What follows belongs to an exercise in optimizing a design on an open flow for small area and a short achievable clock period; a production flow would make more cautious choices. Only simulation tests tie the RTL to the original design; equivalence was not proved. Power and IR drop assume default switching activity.

## pow_5_pipe
module pow_5_pipe
(
    input             clock,
    input      [17:0] n,
    output reg [17:0] n_pow_5
);
    reg [17:0] n_1;
    always @(posedge clock) n_1 <= n;
    wire [5:0] a_1 = n_1[5:0];
    wire [11:0] h_1 = n_1[17:6];
    wire [63:0] f_t_dec = 64'd1 << a_1;
    wire f_t_4 = |(f_t_dec & 64'h8282282882822828);
    wire f_t_5 = |(f_t_dec & 64'hc46eec466ec446ec);
    wire f_t_6 = |(f_t_dec & 64'h604ae2e04acae048);
    wire f_t_7 = |(f_t_dec & 64'h468aec2ae6a04688);
    wire f_t_8 = |(f_t_dec & 64'hce440a0864e40880);
    wire f_t_9 = |(f_t_dec & 64'h428ecaac0e42a640);
    wire f_t_10 = |(f_t_dec & 64'h3654f0901094de70);
    wire f_t_11 = |(f_t_dec & 64'h106e786ef40a3060);
    wire f_t_12 = |(f_t_dec & 64'h561646a0b8b4c840);
    wire f_t_13 = |(f_t_dec & 64'h9c3a7c9a28c26a00);
    wire f_t_14 = |(f_t_dec & 64'h8854120cec3c1a80);
    wire f_t_15 = |(f_t_dec & 64'h2988e390f95eb700);
    wire f_t_16 = |(f_t_dec & 64'hf7b0aa4e070ab400);
    wire f_t_17 = |(f_t_dec & 64'he5c2ef3058e09800);
  ...
For scale: roughly 550 cells after synthesis, about 110 flip-flops, about 37 I/O pins, about 0.0054 mm2 of cells after synthesis.
clock: 6.4 ns
lec_check: 0
cap_margin: 20
core_margin: 2
core_utilization: 40
cts_buf_list: sky130_fd_sc_hd__clkbuf_4 sky130_fd_sc_hd__clkbuf_8
cts_cluster_diameter: 60
cts_cluster_size: 40
place_density: 0.75
setup_slack_margin: 4.2
slew_margin: 20
standard.sh (not shown) runs the stock make flow with config.mk's settings and CLKGATE_MAP_FILE= SYNTH_SCRIPT=/design/flow/synth_recipe.tcl, a recipe that flattens the netlist after the stock synthesis.
==> flow/flow/run.sh <==
#!/bin/bash
set -o pipefail
export BUFFER_PORTS_ARGS="-buffer_cell sky130_fd_sc_hd__buf_1"
export CTS_ARGS="-sink_clustering_enable -repair_clock_nets -dont_use_dummy_load -sink_clustering_size 40 -sink_clustering_max_diameter 60 -buf_list {sky130_fd_sc_hd__clkbuf_4 sky130_fd_sc_hd__clkbuf_8}"
bash standard.sh finish > standard.log 2>&1
The first run finished with timing, DRC and antenna clean.
Rerun with:
==> flow/flow/run.sh (replaced) <==
#!/bin/bash
# The standard layout, with these changes to how the layout is made:
#  - synthesis skips Yosys's early "abc -fast" pass (synth -noabc), so that extract_fa
#    finds the carry-save adder tree as the RTL writes it; everything else in the
#    synthesis script is the standard flow's (including -nofsm -noshare, flatten and renaming)
#  - port buffers use sky130_fd_sc_hd__buf_1 (every input and output still gets its own buffer)
#  - clock tree synthesis does not add dummy load cells
set -o pipefail
export BUFFER_PORTS_ARGS="-buffer_cell sky130_fd_sc_hd__buf_1"
export CTS_ARGS="-sink_clustering_enable -repair_clock_nets -dont_use_dummy_load -sink_clustering_size 40 -sink_clustering_max_diameter 60 -buf_list {sky130_fd_sc_hd__clkbuf_4 sky130_fd_sc_hd__clkbuf_8}"
sed '1s/yosys synth -nofsm -noshare /yosys synth -nofsm -noshare -noabc /' synth_recipe.tcl > flow_synth.tcl
sed "s#SYNTH_SCRIPT=[^ ]*synth_recipe.tcl#SYNTH_SCRIPT=$PWD/flow_synth.tcl#" standard.sh > flow_standard.sh
grep -q -- "-noabc" flow_synth.tcl && grep -q "flow_synth.tcl" flow_standard.sh || { echo "could not set up synthesis script" > standard.log; exit 1; }
bash flow_standard.sh finish > standard.log 2>&1
Register-to-register slack stays flat.
Sequential share of layout area goes up by 0.91 points.
Power goes up by about 1.2%.
Sequential cell count is unchanged.
Rerun with:
==> flow/flow/run.sh (replaced) <==
#!/bin/bash
set -o pipefail
export BUFFER_PORTS_ARGS="-buffer_cell sky130_fd_sc_hd__buf_1"
export CTS_ARGS="-sink_clustering_enable -repair_clock_nets -dont_use_dummy_load -sink_clustering_size 40 -sink_clustering_max_diameter 60 -buf_list {sky130_fd_sc_hd__clkbuf_4 sky130_fd_sc_hd__clkbuf_8}"
bash standard.sh finish > standard.log 2>&1
- PLACE_DENSITY: 0.75 -> 0.8
=> Non-clock buffer count is higher by 16. Clock-buffer cell count does not change. Die area goes up by about 2.4%. Total power is about the same. Fmax increases by about 1.7%. Global-route usage came out lower by 1.3 points. Final cell count goes up by about 7%. Core utilization rises by 0.46 points. Sequential power is about the same. Clock skew barely changes. Register-to-register slack improves by 0.04 ns.
Rerun with:
==> flow/run.sh (new file) <==
#!/bin/bash
# synth_recipe.tcl (not shown) runs the flow's synth.tcl, then flattens the netlist and writes it again
# the make line also repeats each setting of config.mk as NAME=value (left out here)
make -C /OpenROAD-flow-scripts/flow DESIGN_CONFIG=/design/flow/config.mk WORK_HOME=/design/flow/orfs CLKGATE_MAP_FILE= SYNTH_SCRIPT=/design/flow/synth_recipe.tcl finish
- PLACE_DENSITY: 0.8 -> 0.75
- SETUP_SLACK_MARGIN: 4.2 -> 4.4
removed: flow/flow/run.sh
removed: flow/standard.sh
What happened:
- The new run finished with timing, DRC and antenna clean
- die area is unchanged
- count of clock-buffer cells in the layout increases by 2
- power increases by 10%
Rerun with:
==> flow/flow/run.sh (new file) <==
#!/bin/bash
set -o pipefail
export BUFFER_PORTS_ARGS="-buffer_cell sky130_fd_sc_hd__buf_1"
export CTS_ARGS="-sink_clustering_enable -repair_clock_nets -dont_use_dummy_load -sink_clustering_size 40 -sink_clustering_max_diameter 60 -buf_list {sky130_fd_sc_hd__clkbuf_4 sky130_fd_sc_hd__clkbuf_8}"
bash standard.sh finish > standard.log 2>&1
==> flow/standard.sh (new file) <==
#!/bin/bash
# synth_recipe.tcl (not shown) runs the flow's synth.tcl, then flattens the netlist and writes it again
# the make line also repeats each setting of config.mk as NAME=value (left out here)
make -C /OpenROAD-flow-scripts/flow DESIGN_CONFIG=/design/flow/config.mk WORK_HOME=/design/flow/orfs CLKGATE_MAP_FILE= SYNTH_SCRIPT=/design/flow/synth_recipe.tcl "${@:-finish}"
- SETUP_SLACK_MARGIN: 4.4 -> 4.2
removed: flow/run.sh
Effect: The changed run finished clean; worst setup slack got worse by 0.023 ns; die area does not change; global-route usage falls by 0.31 points; worst hold slack is worse by 0.018 ns; wire length came out lower by 3.1%; sequential share of layout area grows by 2.7 points; final cell count falls by 1.8%; cell area went down by 7.4%.
Rerun with:
==> flow/flow/run.sh (replaced) <==
#!/bin/bash
# The standard layout, with these changes to how the layout is made:
#  - synthesis skips Yosys's early "abc -fast" pass (synth -noabc), so that extract_fa
#    finds the carry-save adder tree as the RTL writes it; everything else in the
#    synthesis script is the standard flow's (including -nofsm -noshare, flatten and renaming)
#  - port buffers use sky130_fd_sc_hd__buf_1 (every input and output still gets its own buffer)
#  - clock tree synthesis does not add dummy load cells
set -o pipefail
export BUFFER_PORTS_ARGS="-buffer_cell sky130_fd_sc_hd__buf_1"
export CTS_ARGS="-sink_clustering_enable -repair_clock_nets -dont_use_dummy_load -sink_clustering_size 40 -sink_clustering_max_diameter 60 -buf_list {sky130_fd_sc_hd__clkbuf_4 sky130_fd_sc_hd__clkbuf_8}"
sed '1s/yosys synth -nofsm -noshare /yosys synth -nofsm -noshare -noabc /' synth_recipe.tcl > flow_synth.tcl
sed "s#SYNTH_SCRIPT=[^ ]*synth_recipe.tcl#SYNTH_SCRIPT=$PWD/flow_synth.tcl#" standard.sh > flow_standard.sh
grep -q -- "-noabc" flow_synth.tcl && grep -q "flow_synth.tcl" flow_standard.sh || { echo "could not set up synthesis script" > standard.log; exit 1; }
bash flow_standard.sh finish > standard.log 2>&1
- SETUP_SLACK_MARGIN: 4.2 -> 4.25
- The changed run went through all stages and came out clean
- design area goes down by 0.71%
- via count drops by 3.8%
- area after synthesis went down by 2.4%
- non-clock buffer count went down by 3
- core utilization grows by 1.3 points
- routed wire length falls by 1.4%
- power came out higher by 3.1%

==> port drivers added, routing unchanged <==
How much do the figures lean on ideal ports? The routed layouts below were timed once more, with nothing changed but the port constraints. Step 1 sets driving cells, clkbuf_16 on the clock port and buf_2 on the other inputs (assumed; they add their load-dependent delay and slew). Step 2 adds t to the input delays and takes it off the output delays; t is the mean of the earliest and latest rising clock arrival at the registers after step 1. Input paths then give back, and output paths get back, about the clock's delay inside the block. a / b / c = ideal ports / drivers / drivers and shift; a / b = the first two.
run	t (ns)	setup WS [ns]	hold slack, ns	worst data-port slew with drivers (ns)
the first run	0.409	4.181 / 4.181 / 4.181	0.311 / 0.311 / 0.311	0.03
the second run	0.413	4.180 / 4.180 / 4.180	0.312 / 0.312 / 0.312	0.04
the third run	0.395	4.216 / 4.216 / 4.216	0.307 / 0.307 / 0.307	0.03
the fourth run	0.404	4.204 / 4.204 / 4.204	0.329 / 0.329 / 0.329	0.03
the fifth run	0.409	4.181 / 4.181 / 4.181	0.311 / 0.311 / 0.311	0.03
the sixth run	0.400	4.173 / 4.173 / 4.173	0.323 / 0.323 / 0.323	0.03
After both steps setup and hold are still met in every run listed.
